This is an optimization exercise on Yosys and OpenROAD, whose aim is small area, not a production implementation. The RTL was checked by simulation tests, not by an equivalence proof against the original design. Power figures rest on the tool's default switching activity, not on a simulated workload.

<file path="flow/run.sh">
#!/bin/bash
# Layout flow: the standard ORFS flow (standard.sh, unchanged synthesis,
# floorplan, power grid, placement, routing), with two placement/CTS options:
#  - port buffers use the smallest buffer cell (sky130_fd_sc_hd__buf_1)
#  - clock tree synthesis without dummy balancing loads, with the same
#    sink clustering as config.mk asks for
# The full make/ORFS output goes to flow_standard.log in the work folder;
# ORFS's per-step logs stay under orfs/logs/.
set -euo pipefail
LOG="$PWD/flow_standard.log"
if ! bash standard.sh \
    "BUFFER_PORTS_ARGS=-buffer_cell sky130_fd_sc_hd__buf_1" \
    "CTS_ARGS=-sink_clustering_enable -repair_clock_nets -dont_use_dummy_load -sink_clustering_size 15 -sink_clustering_max_diameter 80 -buf_list {sky130_fd_sc_hd__clkbuf_8}" \
    finish > "$LOG" 2>&1; then
  tail -50 "$LOG"
  exit 1
fi
tail -5 "$LOG"
</file>
<file path="design.v">
module MIPS_CP1_13(
  input clk,
        rst,
  output [7:0]  imem_addr,
  input  [31:0] imem_rdata,
  output        dmem_re,
  output        dmem_we,
  output [31:0] dmem_addr,
  output [31:0] dmem_wdata,
  input  [31:0] dmem_rdata
);
reg  [7:0]  pc;
reg  [31:0] fd_instr;
reg         fd_at_pc;
reg         dx_rtype, dx_beq, dx_alusrc, dx_regw, dx_read, dx_write, dx_jmp, dx_fpw;
reg  [4:0]  dx_rs, dx_rt, dx_rd, dx_fd;
reg  [31:0] dx_a, dx_b;
reg  [15:0] dx_imm;
reg  [7:0]  dx_target;
reg         xm_regw, xm_read, xm_write, xm_fpw, xm_jmp, xm_brt;
reg  [4:0]  xm_dst, xm_fd;
reg  [31:0] xm_addr, xm_sdata;
reg  [7:0]  xm_target;
reg         mw_regw, mw_fpw;
reg  [4:0]  mw_dst, mw_fd;
reg  [31:0] mw_val;
wire bubble = xm_jmp | xm_brt;
wire [5:0] op = fd_instr[31:26];
wire is_r    = (op == 6'h00);
wire is_j    = (op == 6'h02);
wire is_beq  = (op == 6'h04);
wire is_addi = (op == 6'h08);
wire is_adds = (op == 6'h11);
wire is_lw   = (op == 6'h23);
wire is_sw   = (op == 6'h2b);
wire is_lwc1 = (op == 6'h31);
wire is_swc1 = (op == 6'h39);
wire [4:0] f_rs = fd_instr[25:21];
wire [4:0] f_rt = fd_instr[20:16];
wire [4:0] f_rd = fd_instr[15:11];
wire [4:0] f_sh = fd_instr[10:6];
wire use_rs = is_r | is_addi | is_beq | is_lw | is_sw | is_lwc1 | is_swc1;
wire use_rt = is_r | is_beq | is_sw;
wire [4:0] d_rs = use_rs ? f_rs : 5'd0;
wire [4:0] d_rt = use_rt ? f_rt : 5'd0;
wire [4:0] d_rd = is_r ? f_rd : (is_addi | is_lw) ? f_rt : 5'd0;
wire [4:0] d_fd = is_lwc1 ? f_rt : is_adds ? f_sh : 5'd0;
wire [4:0] d_fs = is_adds ? f_rd : 5'd0;
wire [4:0] d_ft = (is_adds | is_swc1) ? f_rt : 5'd0;
wire load_use = (xm_dst != 5'd0) & xm_read & ((xm_dst == dx_rs) | (xm_dst == dx_rt));
wire st_c = (dx_fd != 5'd0) & ((dx_fd == d_fs) | (dx_fd == d_ft));
wire st_o = (xm_fd != 5'd0) & ((xm_fd == d_fs) | (xm_fd == d_ft));
wire st_a = (mw_fd != 5'd0) & ((mw_fd == d_fs) | (mw_fd == d_ft));
wire stall = load_use | st_c | st_o | st_a;
assign imem_addr = pc;
always @(posedge clk) begin
  if (rst)         pc <= 8'd0;
  else if (xm_jmp) pc <= xm_target;
  else if (stall)  pc <= pc;
  else if (xm_brt) pc <= xm_target;
  else             pc <= pc + 8'd1;
end
always @(posedge clk) begin
  if (bubble)      fd_instr <= 32'd0;
  else if (!stall) fd_instr <= imem_rdata;
  fd_at_pc <= rst | (fd_at_pc & stall);
end
wire        wb_fp0 = mw_fpw & (mw_fd == 5'd0);
wire        fileA  = is_adds;
wire [4:0]  idxA   = is_adds ? f_rd : f_rs;
wire        bypA   = is_adds ? wb_fp0 : (mw_regw & (mw_dst == f_rs));
wire        fileB  = is_adds | is_swc1;
wire        bypB   = fileB ? wb_fp0 : (mw_regw & (mw_dst == f_rt));
wire [63:0] selA = ({63'd0, ~bypA} << {fileA, idxA});
wire [63:0] selB = ({63'd0, ~bypB} << {fileB, f_rt});
wire [63:0] wsel = ({63'd0, mw_regw} << {1'b0, mw_dst}) | ({63'd0, mw_fpw} << {1'b1, mw_fd});
wire [31:0] wdata = rst ? 32'd0 : mw_val;
wire [2047:0] rfq;
wire [31:0] rd_a, rd_b;
genvar g, b;
generate
  for (b = 0; b < 32; b = b + 1) begin : rbit
    wire [20:0] ya, yb;
    for (g = 0; g < 21; g = g + 1) begin : grp
      rf_aoi3 ua(.a1(selA[3*g]),   .b1(rfq[(3*g)*32+b]),
                 .a2(selA[3*g+1]), .b2(rfq[(3*g+1)*32+b]),
                 .a3(selA[3*g+2]), .b3(rfq[(3*g+2)*32+b]), .y(ya[g]));
      rf_aoi3 ub(.a1(selB[3*g]),   .b1(rfq[(3*g)*32+b]),
                 .a2(selB[3*g+1]), .b2(rfq[(3*g+1)*32+b]),
                 .a3(selB[3*g+2]), .b3(rfq[(3*g+2)*32+b]), .y(yb[g]));
    end
    assign rd_a[b] = ~(&ya) | (selA[63] & rfq[63*32+b]) | (bypA & mw_val[b]);
    assign rd_b[b] = ~(&yb) | (selB[63] & rfq[63*32+b]) | (bypB & mw_val[b]);
  end
endgenerate
generate
  for (g = 0; g < 64; g = g + 1) begin : row
    reg [31:0] q;
    always @(posedge clk)
      if (rst | wsel[g]) q <= wdata;
    assign rfq[g*32 +: 32] = q;
  end
endgenerate
always @(posedge clk) begin
  if (rst | bubble) begin
    dx_rtype <= 1'b0; dx_beq <= 1'b0; dx_alusrc <= 1'b0; dx_regw <= 1'b0;
    dx_read  <= 1'b0; dx_write <= 1'b0; dx_jmp <= 1'b0; dx_fpw <= 1'b0;
    dx_rs <= 5'd0; dx_rt <= 5'd0; dx_rd <= 5'd0; dx_fd <= 5'd0;
  end else if (!stall) begin
    dx_rtype  <= is_r;
    dx_beq    <= is_beq;
    dx_alusrc <= is_addi | is_lw | is_sw | is_lwc1 | is_swc1 | is_adds;
    dx_regw   <= is_r | is_addi | is_lw;
    dx_read   <= is_lw | is_lwc1;
    dx_write  <= is_sw | is_swc1;
    dx_jmp    <= is_j;
    dx_fpw    <= is_adds | is_lwc1;
    dx_rs <= d_rs; dx_rt <= d_rt; dx_rd <= d_rd; dx_fd <= d_fd;
  end
end
always @(posedge clk) begin
  if (!stall) begin
    dx_a   <= rd_a;
    dx_b   <= rd_b;
    dx_imm <= is_adds ? 16'd0 : fd_instr[15:0];
    dx_target <= is_j ? fd_instr[7:0] : pc + fd_instr[7:0] + {7'd0, fd_at_pc};
  end
end
wire xbub = bubble | stall;
wire fwdX_rs = (xm_dst != 5'd0) & (xm_dst == dx_rs);
wire fwdX_rt = (xm_dst != 5'd0) & (xm_dst == dx_rt);
wire fwdM_rs = (mw_dst != 5'd0) & (mw_dst == dx_rs);
wire fwdM_rt = (mw_dst != 5'd0) & (mw_dst == dx_rt);
wire [31:0] x_a = fwdX_rs ? xm_addr : fwdM_rs ? mw_val : dx_a;
wire [31:0] x_b = fwdX_rt ? xm_addr : fwdM_rt ? mw_val : dx_b;
wire [31:0] imm32 = {{16{dx_imm[15]}}, dx_imm};
wire dx_adds = dx_fpw & ~dx_read;
wire fcmp  = ~(dx_a[30:0] > dx_b[30:0]);
wire fswap = dx_adds & fcmp;
wire [7:0] fdif = fcmp ? (dx_b[30:23] - dx_a[30:23]) : (dx_a[30:23] - dx_b[30:23]);
wire [31:0] flt   = fcmp ? dx_a : dx_b;
wire [23:0] lt_m  = {|flt[30:0], flt[22:0]};
wire [23:0] lt_sh = lt_m >> fdif;
wire        action = dx_a[31] ^ dx_b[31];
wire [31:0] alu_a = x_a & {32{~fswap}};
wire [31:0] alu_b = (dx_alusrc & ~fswap) ? imm32 : x_b;
wire [5:0]  funct = dx_imm[5:0];
wire alu_sub = dx_beq | (dx_rtype & (funct == 6'h22));
wire [31:0] alu_sum, alu_p, alu_g;
add32 u_alu_add(.a(alu_a), .b(alu_b ^ {32{alu_sub}}), .cin(alu_sub), .s(alu_sum), .p(alu_p), .g(alu_g));
reg [31:0] alu;
always @* begin
  alu = alu_sum;
  if (dx_rtype & ~dx_beq) begin
    case (funct)
      6'h24:   alu = alu_g;
      6'h25:   alu = alu_g | alu_p;
      6'h26:   alu = alu_p;
      default: alu = alu_sum;
    endcase
  end
end
wire alu_zero = &alu_p;
always @(posedge clk) begin
  if (bubble) begin
    xm_regw <= 1'b0; xm_read <= 1'b0; xm_write <= 1'b0; xm_fpw <= 1'b0;
    xm_jmp <= 1'b0; xm_brt <= 1'b0;
    xm_dst <= 5'd0; xm_fd <= 5'd0;
  end else begin
    xm_regw  <= dx_regw  & ~xbub;
    xm_read  <= dx_read  & ~xbub;
    xm_write <= dx_write & ~xbub;
    xm_fpw   <= dx_fpw   & ~xbub;
    xm_jmp   <= dx_jmp   & ~xbub;
    xm_brt   <= dx_beq   & ~xbub & alu_zero;
    xm_dst   <= (rst | xbub) ? 5'd0 : dx_rd;
    xm_fd    <= dx_fd;
  end
  xm_addr   <= alu;
  xm_sdata  <= dx_adds ? {7'd0, action, lt_sh} : x_b;
  xm_target <= dx_target;
end
assign dmem_re    = xm_read;
assign dmem_we    = xm_write;
assign dmem_addr  = xm_addr;
assign dmem_wdata = xm_sdata;
wire [31:0] fgt  = xm_addr;
wire [23:0] gt_m = {|fgt[30:0], fgt[22:0]};
wire [24:0] f_mnt;
add25 u_fp_add(.a({1'b0, gt_m}), .b({1'b0, xm_sdata[23:0]} ^ {25{xm_sdata[24]}}), .cin(xm_sdata[24]), .s(f_mnt));
wire [24:0] ly5 = f_mnt;
wire        s4  = ~(|ly5[24:9]);
wire [24:0] ly4 = s4 ? {ly5[8:0], 16'd0} : ly5;
wire        s3  = ~(|ly4[24:17]);
wire [24:0] ly3 = s3 ? {ly4[16:0], 8'd0} : ly4;
wire        s2  = ~(|ly3[24:21]);
wire [24:0] ly2 = s2 ? {ly3[20:0], 4'd0} : ly3;
wire        s1  = ~(|ly2[24:23]);
wire [24:0] ly1 = s1 ? {ly2[22:0], 2'd0} : ly2;
wire        s0  = ~ly1[24];
wire [24:0] ly0 = s0 ? {ly1[23:0], 1'd0} : ly1;
wire [4:0]  sh  = {s4, s3, s2, s1, s0};
wire [7:0]  f_exp = (|f_mnt) ? (fgt[30:23] - {3'd0, sh} + 8'd1) : 8'd0;
wire [31:0] fres  = {fgt[31], f_exp, ly0[23:1]};
wire xm_adds = xm_fpw & ~xm_read;
always @(posedge clk) begin
  if (rst) begin
    mw_regw <= 1'b0; mw_fpw <= 1'b0; mw_dst <= 5'd0; mw_fd <= 5'd0;
  end else begin
    mw_regw <= xm_regw; mw_fpw <= xm_fpw; mw_dst <= xm_dst; mw_fd <= xm_fd;
  end
  mw_val <= xm_read ? dmem_rdata : xm_adds ? fres : xm_addr;
end
endmodule
module rf_aoi3(
  input  a1, b1, a2, b2, a3, b3,
  output y
);
assign y = ~((a1 & b1) | (a2 & b2) | (a3 & b3));
endmodule
module add32(
  input  [31:0] a, b,
  input         cin,
  output [31:0] s,
  output [31:0] p,    
  output [31:0] g     
);
assign p = a ^ b;
assign g = a & b;
reg [31:0] G, P;
integer l, i;
always @* begin
  G = a & b; P = a ^ b;
  G[0] = G[0] | (P[0] & cin);
  for (l = 1; l < 32; l = l * 2)
    for (i = 2*l - 1; i < 32; i = i + 2*l) begin
      G[i] = G[i] | (P[i] & G[i-l]); P[i] = P[i] & P[i-l];
    end
  for (l = 8; l >= 1; l = l / 2)
    for (i = 3*l - 1; i < 32; i = i + 2*l) begin
      G[i] = G[i] | (P[i] & G[i-l]); P[i] = P[i] & P[i-l];
    end
end
assign s = (a ^ b) ^ {G[30:0], cin};
endmodule
module add25(
  input  [24:0] a, b,
  input         cin,
  output [24:0] s
);
reg [24:0] G, P;
integer l, i;
always @* begin
  G = a & b; P = a ^ b;
  G[0] = G[0] | (P[0] & cin);
  for (l = 1; l < 25; l = l * 2)
    for (i = 2*l - 1; i < 25; i = i + 2*l) begin
      G[i] = G[i] | (P[i] & G[i-l]); P[i] = P[i] & P[i-l];
    end
  for (l = 8; l >= 1; l = l / 2)
    for (i = 3*l - 1; i < 25; i = i + 2*l) begin
      G[i] = G[i] | (P[i] & G[i-l]); P[i] = P[i] & P[i-l];
    end
end
assign s = (a ^ b) ^ {G[23:0], cin};
endmodule
</file>
<file path="standard.sh">
#!/bin/bash
# synth_recipe.tcl (not shown) runs the flow's synth.tcl, then flattens the netlist and writes it again
# the make line also repeats each setting of config.mk as NAME=value (left out here)
make -C /OpenROAD-flow-scripts/flow DESIGN_CONFIG=/design/flow/config.mk WORK_HOME=/design/flow/orfs CLKGATE_MAP_FILE= SYNTH_SCRIPT=/design/flow/synth_recipe.tcl "${@:-finish}"
</file>
<file path="config.mk">
export PLATFORM = sky130hd
export DESIGN_NAME = MIPS_CP1_13
export DESIGN_NICKNAME = MIPS_CP1_13
export VERILOG_FILES = /design/flow/design.v
export SDC_FILE = /design/flow/constraint.sdc
export NUM_CORES = 4
export LEC_CHECK = 0
export CAP_MARGIN = 20
export CELL_PAD_IN_SITES_DETAIL_PLACEMENT = 1
export CELL_PAD_IN_SITES_GLOBAL_PLACEMENT = 1
export CORE_MARGIN = 2
export CORE_UTILIZATION = 55
export CTS_BUF_LIST = sky130_fd_sc_hd__clkbuf_8
export CTS_CLUSTER_DIAMETER = 80
export CTS_CLUSTER_SIZE = 15
export PLACE_DENSITY = 0.65
export SLEW_MARGIN = 20
export SYNTH_HIERARCHICAL = 1
export SYNTH_MINIMUM_KEEP_SIZE = 0
</file>
<file path="constraint.sdc">
create_clock -name core_clock -period 10.0 [get_ports {clk}]
set_input_delay 2.0000 -clock core_clock [delete_from_list [all_inputs] [get_ports {clk}]]
set_output_delay 2.0000 -clock core_clock [all_outputs]
set_load 0.01 [all_outputs]
</file>
==> results.sh, run 1 <==
export IMPL_status="timing/DRC/antenna clean"
export IMPL_rsz0062_at_grt="false"
export IMPL_place_gp_congestion=1.05
export IMPL_setup_viol=0
export IMPL_hp_start="dx_target[1]$_DFFE_PP_"
export IMPL_synth_edf_count=2136
export IMPL_cts_htree_levels=4
export IMPL_critPathLaunchType="flip-flop"
export IMPL_ys_seq_area_share_pct=67.2
export IMPL_die_w_um=433
export IMPL_cp_startpoint="xm_sdata[24]$_DFF_P_"
export IMPL_firstDrtPassIters=14
export IMPL_ys_async_sr_fraction_pct=0
export IMPL_wire_per_inst_um=46.7
export IMPL_area_growth_pct=8.93
export IMPL_ys_top_cells_by_count="2136 x edfxtp_1, 1344 x a222oi_1, 441 x nand2_1"
export IMPL_cts_root_buf="clkbuf_8"
export IMPL_power_total_mw=38.5
export IMPL_grt_util_all_layers_pct=46.9
export IMPL_start_util_pct=55.4
export IMPL_drive_gt1_share_pct=11.5
export IMPL_final_util_pct=60.3
export IMPL_hold_class="flip-flop to flip-flop"
export IMPL_cts_sinks=2337
export IMPL_vias_per_cell=8.40
export IMPL_nets=7383
export IMPL_synth_main_ff_cell="edfxtp_1"
export IMPL_yosysUniqueCellTypes=101
export IMPL_dpl_cell_area_mm2=0.108
export IMPL_grt_pass1_vias=78000
export IMPL_vias=81000
export IMPL_hold_slack_ps=355
export IMPL_ant_nets=0
export IMPL_nFillCells=17000
export IMPL_power_leakage_nw=37.6
export IMPL_cts_resized=0
export IMPL_core_area_mm2=0.183
export IMPL_synth_top_cell_area_share_pct=63.2
export IMPL_drcViolationCount=0
export IMPL_synthTopCellsByArea="edfxtp_1 63%, a222oi_1 13%, dfxtp_1 4.0%"
export IMPL_slew_headroom_pct=13.8
export IMPL_fin_crit_sh_pct=83.8
export IMPL_hpwlAfterDp_um=272000
export IMPL_clkLatencyLatePin_ps=1010
export IMPL_max_cap_viol_count=0
export IMPL_yosys_warnings=9
export IMPL_drt_iter0_markers=23800
export IMPL_setup_tns_ps=0
export IMPL_cts_setup_buffers=0
export IMPL_ys_seq_elements=2337
export IMPL_grt_overflow_total=0
export IMPL_reg2reg_slack_ps=1620
export IMPL_r2r_start="xm_sdata[24]$_DFF_P_"
export IMPL_grt_pass1_wl_um=616000
export IMPL_yosys_area_top_type="edfxtp_1"
export IMPL_cts_buffers=177
export IMPL_cts_hold_buf=0
export IMPL_io_pins=140
export IMPL_syn_num_nets=6986
export IMPL_netlist_area_mm2=0.101
export IMPL_endpoint_kind="flip-flop"
export IMPL_antenna_found_initial=27
export IMPL_cts_tree="done"
export IMPL_max_freq_mhz=119
export IMPL_arrival_ps=9230
export IMPL_ir_worst_vdd_uv=324
export IMPL_critical_path_slowest_cell="or4_4"
export IMPL_seq_area_mm2=0.0682
export IMPL_rows=157
export IMPL_p_per_area_mw_per_mm2=349
export IMPL_critical_path_class="flip-flop to flip-flop"
export IMPL_die_y_um=433
export IMPL_wirelength_um=450000
export IMPL_syn_area_per_cell_um2=15.0
export IMPL_grt_max_degree=72
export IMPL_io_buffers=139
export IMPL_worstPathMaxFanout=26
export IMPL_die_area_mm2=0.188
export IMPL_cp_required_ps=10850
export IMPL_hold_violations=0
export IMPL_yosysMostFrequentCell="edfxtp_1"
export IMPL_layout_cell_area_non_filler_mm2=0.110
export IMPL_synthCells=6773
export IMPL_clk_pin_slew_ps=100
export IMPL_worst_pin_slew_ps=1280
export IMPL_slew_viol_final=0
export IMPL_clockBufferDepth=3
export IMPL_multi_input_area_mm2=0.0334
export IMPL_fin_skew_ps=105
export IMPL_cp_slowest_stage_delay_ps=490
export IMPL_period_minus_slack_ps=8380
[routing by layer]
layer	up-vias	wire, µm	track usage (%)
li1	31000	-	-
met1	40500	149000	59.9
met5	-	69	0
met3	1537	69100	14.8
met4	10	40800	33.4
met2	7989	191000	68.0
[cell type report]
cell class / instances / area share, %
Antenna cell: 11 / 0.0249
Timing Repair Buffer: 438 / 2.55
Tap cell: 2464 / 2.79
Sequential cell: 2337 / 61.7
Clock buffer: 177 / 2.21
Inverter: 129 / 0.441
Multi-Input combinational cell: 4087 / 30.3
[per-module statistics from Yosys (local to each module, per instance)]
module | flops+latches | cells | cell area, µm²
MIPS_CP1_13 | 2337 | 5157 | 85500
add25 | 0 | 119 | 1030
add32 | 0 | 153 | 1400
rf_aoi3 | 0 | 1 | 10.0
[logic make-up (layout without fill, tap and decap cells)]
family	Yosys count	count (layout)	share of synthesized area, %
other cells	1	12	0.00370
compound gates	2067	2067	18.3
flops	2337	2337	67.2
mux	187	187	2.17
buf+inv	349	744	1.46
fa+ha+maj	147	147	2.07
xor+xnor	153	153	1.32
simple gates	1532	1532	7.50
[path summary, 6_finish.rpt]
path                     endpoint  cells after the start
max            mw_val[30]$_DFF_P_                     30
min          xm_target[1]$_DFF_P_                      0
max reg2reg    mw_val[30]$_DFF_P_                     30
min reg2reg  xm_target[1]$_DFF_P_                      0
[worst max-delay path: cells and delay by family (launching register included)]
family	cells	cell delay, ps
AOI/OAI and AO/OA	15	3820
xor gates and xnor gates	3	560
adders and majority gates	5	1810
buffers and inverters	2	500
DFF	1	370
and+or+nand+nor	5	1210
[through the flow]
stage                     instances  setup slack, ps
after detailed placement       9449             1720
after floorplan                6773             2700
after CTS                      9626             1670
after global placement         9447             1730
final                          9643             1620
after global routing           9637             1130
[sequential cells by signal, summed over array words and instances (netlist names), 5 cells and up]
name       count
xm_target      8
row.q       2048
xm_dst         5
dx_rs          5
dx_fd          5
dx_target      8
dx_imm        16
xm_sdata      32
pc             8
dx_b          32
mw_fd          5
dx_a          32
xm_addr       32
mw_dst         5
fd_instr      32
dx_rt          5
xm_fd          5
dx_rd          5
mw_val        32
[cells in the final DEF (no fill, tap or decap), types with 84 or more instances in the layout]
master and n:
a21oi_1 159, a222oi_1 1344, buf_1 138, buf_4 291
clkbuf_8 177, dfxtp_1 200, edfxtp_1 2136, ha_1 112
inv_1 125, mux2i_1 141, nand2_1 440, nand3_1 126
nand4_1 288, nor2_1 204, nor2_4 109, nor4_1 84
o21ai_0 113
[power by group]
group | total, mW | leakage [nW] | switching, mW | internal [mW]
clock | 4.63 | 1.27 | 3.05 | 1.58
combinational | 18.3 | 12.8 | 12.9 | 5.45
sequential | 15.6 | 23.5 | 1.87 | 13.7
==> run 2: changes to the inputs <==
--- a/config.mk
+++ b/config.mk
@@ -10,9 +10,9 @@
 export CELL_PAD_IN_SITES_GLOBAL_PLACEMENT = 1
 export CORE_MARGIN = 2
-export CORE_UTILIZATION = 55
+export CORE_UTILIZATION = 50
 export CTS_BUF_LIST = sky130_fd_sc_hd__clkbuf_8
 export CTS_CLUSTER_DIAMETER = 80
 export CTS_CLUSTER_SIZE = 15
-export PLACE_DENSITY = 0.65
+export PLACE_DENSITY = 0.6
 export SLEW_MARGIN = 20
 export SYNTH_HIERARCHICAL = 1
==> results.sh, run 2 <==
export IMPL_seq_area_mm2=0.0682
export IMPL_power_frac_seq_pct=40.1
export IMPL_hp_start="dx_target[5]$_DFFE_PP_"
export IMPL_power_total_mw=38.6
export IMPL_nets=7384
export IMPL_final_cell_mix="2136 x edfxtp_1, 1344 x a222oi_1, 439 x nand2_1"
export IMPL_nFillCells=19100
export IMPL_final_common_cell="edfxtp_1"
export IMPL_syn_area_per_cell_um2=15.0
export IMPL_cts_root_buf="clkbuf_8"
export IMPL_io_pins=140
export IMPL_setup_tns_ps=0
export IMPL_period_minus_slack_ps=8530
export IMPL_clkLatencyLatePin_ps=1030
export IMPL_vias=79700
export IMPL_max_freq_mhz=117
export IMPL_core_area_mm2=0.202
export IMPL_yosys_area_top_type="edfxtp_1"
export IMPL_slew_headroom_pct=7.09
export IMPL_r2r_end="mw_val[30]$_DFF_P_"
export IMPL_io_buffers=139
export IMPL_cts_tree="done"
export IMPL_firstDrtPassIters=14
export IMPL_cts_sinks=2337
export IMPL_drt_iter0_markers=21400
export IMPL_ir_worst_vdd_uv=373
export IMPL_ys_seq_area_share_pct=67.2
export IMPL_hold_violations=0
export IMPL_cts_htree_levels=4
export IMPL_critPathLaunchType="flip-flop"
export IMPL_holdPathEnd="xm_target[5]$_DFF_P_"
export IMPL_die_w_um=454
export IMPL_yosys_warnings=9
export IMPL_antenna_found_initial=34
export IMPL_area_growth_pct=9.24
export IMPL_r2r_start="xm_sdata[24]$_DFF_P_"
export IMPL_ys_seq_elements=2337
export IMPL_internal_power_mw=20.7
export IMPL_rsz0062_at_grt="false"
export IMPL_regMostFlops="row.q"
export IMPL_power_leakage_nw=37.6
export IMPL_cts_resized=0
export IMPL_synth_edf_count=2136
export IMPL_grt_overflow_total=0
export IMPL_grt_max_degree=109
export IMPL_cts_hold_buf=0
export IMPL_synthCells=6773
export IMPL_worstPathMaxFanout=25
export IMPL_critical_path_slowest_cell="dfxtp_1"
export IMPL_endpoint_kind="flip-flop"
export IMPL_clk_pin_slew_ps=100
export IMPL_ys_async_sr_fraction_pct=0
export IMPL_p_per_area_mw_per_mm2=348
export IMPL_cp_required_ps=10850
export IMPL_worst_pin_slew_ps=1380
export IMPL_hold_class="flip-flop to flip-flop"
export IMPL_grt_pass1_vias=77300
export IMPL_cp_slowest_stage_delay_ps=750
export IMPL_wirelength_um=456000
export IMPL_hpwlAfterDp_um=273000
export IMPL_fin_crit_sh_pct=85.3
export IMPL_worst_slack_ps=1470
export IMPL_worst_r2r_cell_count=34
export IMPL_slew_viol_final=0
export IMPL_dp_cells=9660
export IMPL_yosysMostFrequentCell="edfxtp_1"
export IMPL_drive_gt1_share_pct=11.7
export IMPL_critical_path_class="flip-flop to flip-flop"
export IMPL_fin_skew_ps=127
export IMPL_grt_util_all_layers_pct=43.0
export IMPL_drcViolationCount=0
export IMPL_reg2reg_slack_ps=1470
export IMPL_arrival_ps=9380
export IMPL_dp_slack_ps=1490
export IMPL_multi_input_area_mm2=0.0335
export IMPL_netlist_area_mm2=0.101
export IMPL_setup_viol=0
export IMPL_vias_per_cell=8.09
export IMPL_die_y_um=454
export IMPL_largest_register_ffs=2048
export IMPL_pwr_share_clk_pct=12.1
export IMPL_start_util_pct=50.2
export IMPL_max_cap_viol_count=0
export IMPL_rows=165
export IMPL_syn_num_nets=6986
export IMPL_clockBufferDepth=3
export IMPL_cts_buffers=176
export IMPL_place_gp_congestion=0.996
export IMPL_yosysUniqueCellTypes=101
export IMPL_worstHoldPathCells=0
export IMPL_synthTopCellsByArea="edfxtp_1 63%, a222oi_1 13%, dfxtp_1 4.0%"
export IMPL_wire_per_inst_um=46.3
export IMPL_ant_nets=0
export IMPL_ys_top_cells_by_count="2136 x edfxtp_1, 1344 x a222oi_1, 441 x nand2_1"
export IMPL_synth_main_ff_cell="edfxtp_1"
export IMPL_cts_setup_buffers=0
export IMPL_die_area_mm2=0.206
export IMPL_p_comb_share_pct=47.8
export IMPL_finalNonFillerCells=9853
export IMPL_status="timing/DRC/antenna clean"
export IMPL_grt_pass1_wl_um=619000
export IMPL_swShare_pct=46.3
export IMPL_synth_top_cell_area_share_pct=63.2
export IMPL_switching_power_mw=17.9
## run 2: cell counts after synthesis
Identical to the previous run, type by type.
## run 2: critical path: cells and delay by family (launching register included)
| family | cells | cell delay [ps] |
|---|---|---|
| compound gates | 14 | 3160 |
| flops | 1 | 750 |
| buf+inv | 6 | 710 |
| fa+ha+maj | 6 | 1950 |
| simple gates | 5 | 1300 |
| xor+xnor | 3 | 530 |
## run 2: per-layer routing
layer	GRT usage (%)	share of wire, %	up-vias
met4	29.3	8.2	24
met3	12.3	14	1272
met5	0.117	0.038	-
met2	63.2	43	6796
met1	55.2	35	40700
li1	-	-	31000
## run 2: power by group through the flow
stage                     sequential [mW]  combinational (mW)  clock (mW)
after global placement               15.4                17.2           0
after detailed placement             15.6                17.4           0
after global routing                 15.6                19.1        4.92
after floorplan                      14.8                10.0           0
after CTS                            15.4                17.5        4.65
final                                15.5                18.4        4.67
## run 2: layout make-up
| type | count | area share (%) |
|---|---|---|
| Multi-Input combinational cell | 4087 | 30.3 |
| Clock buffer | 176 | 2.19 |
| Sequential cell | 2337 | 61.5 |
| Tap cell | 2672 | 3.02 |
| Antenna cell | 12 | 0.0271 |
| Inverter | 129 | 0.439 |
| Timing Repair Buffer | 440 | 2.52 |
## run 2: cells by family after synthesis
| kind of cell | after synthesis | share of synthesized area, % |
|---|---|---|
| simple gates | 1532 | 7.50 |
| compound gates | 2067 | 18.3 |
| mux | 187 | 2.17 |
| other cells | 1 | 0.00370 |
| buf+inv | 349 | 1.46 |
| flops | 2337 | 67.2 |
| fa+ha+maj | 147 | 2.07 |
| xor+xnor | 153 | 1.32 |
## run 2: how the worst max path moves through the flow
| stage | from | endpoint | slack (ps) | cells past startpoint |
|---|---|---|---|---|
| finish | xm_sdata[24]$_DFF_P_ | mw_val[30]$_DFF_P_ | 1470 | 34 |
| floorplan | xm_sdata[24]$_DFF_P_ | mw_val[30]$_DFF_P_ | 2700 | 32 |
| global route | xm_sdata[24]$_DFF_P_ | mw_val[30]$_DFF_P_ | 860 | 34 |
| detailed placement | xm_sdata[24]$_DFF_P_ | mw_val[30]$_DFF_P_ | 1490 | 34 |
| global placement | xm_sdata[24]$_DFF_P_ | mw_val[30]$_DFF_P_ | 1470 | 34 |
| CTS | xm_sdata[24]$_DFF_P_ | mw_val[30]$_DFF_P_ | 1490 | 32 |
## run 2: modules after synthesis (local to each module, per instance)
| module | flops+latches | copies in the design | area (µm²) |
|---|---|---|---|
| MIPS_CP1_13 | 2337 | 1 | 85500 |
| add32 | 0 | 1 | 1400 |
| add25 | 0 | 1 | 1030 |
| rf_aoi3 | 0 | 1344 | 10.0 |
## run 2: metrics by stage
stage	hold WS [ps]	utilization (%)	area, µm²
6_report	348	54.9	111000
5_1_grt	361	54.9	111000
4_1_cts	349	54.8	111000
3_5_place_dp	330	53.6	108000
3_3_place_gp	324	53.6	108000
2_1_floorplan	323	-	101000

-- re-timing with driven ports --
In the flow no input, the clock included, has a driving cell. The finished layouts below were timed again as built, in two steps. Step 1, drivers: a clkbuf_16 drives clk and a buf_2 each remaining input, both assumed. Step 2 adds t to the input delays and takes it off the output delays; t is the mean of the earliest and latest rising clock arrival at the registers after step 1. Input paths then give back, and output paths get back, about the clock's delay inside the block. Three values: ideal ports, drivers, drivers and shift; two values: the first two.
run | shift t [ns] | setup WS [ns] | pins driven straight from the clock port
run 1 | 1.073 | 1.621 / 1.621 / 1.621 | 1
run 2 | 1.069 | 1.466 / 1.466 / 1.466 | 1
After both steps every run listed still meets setup and hold.
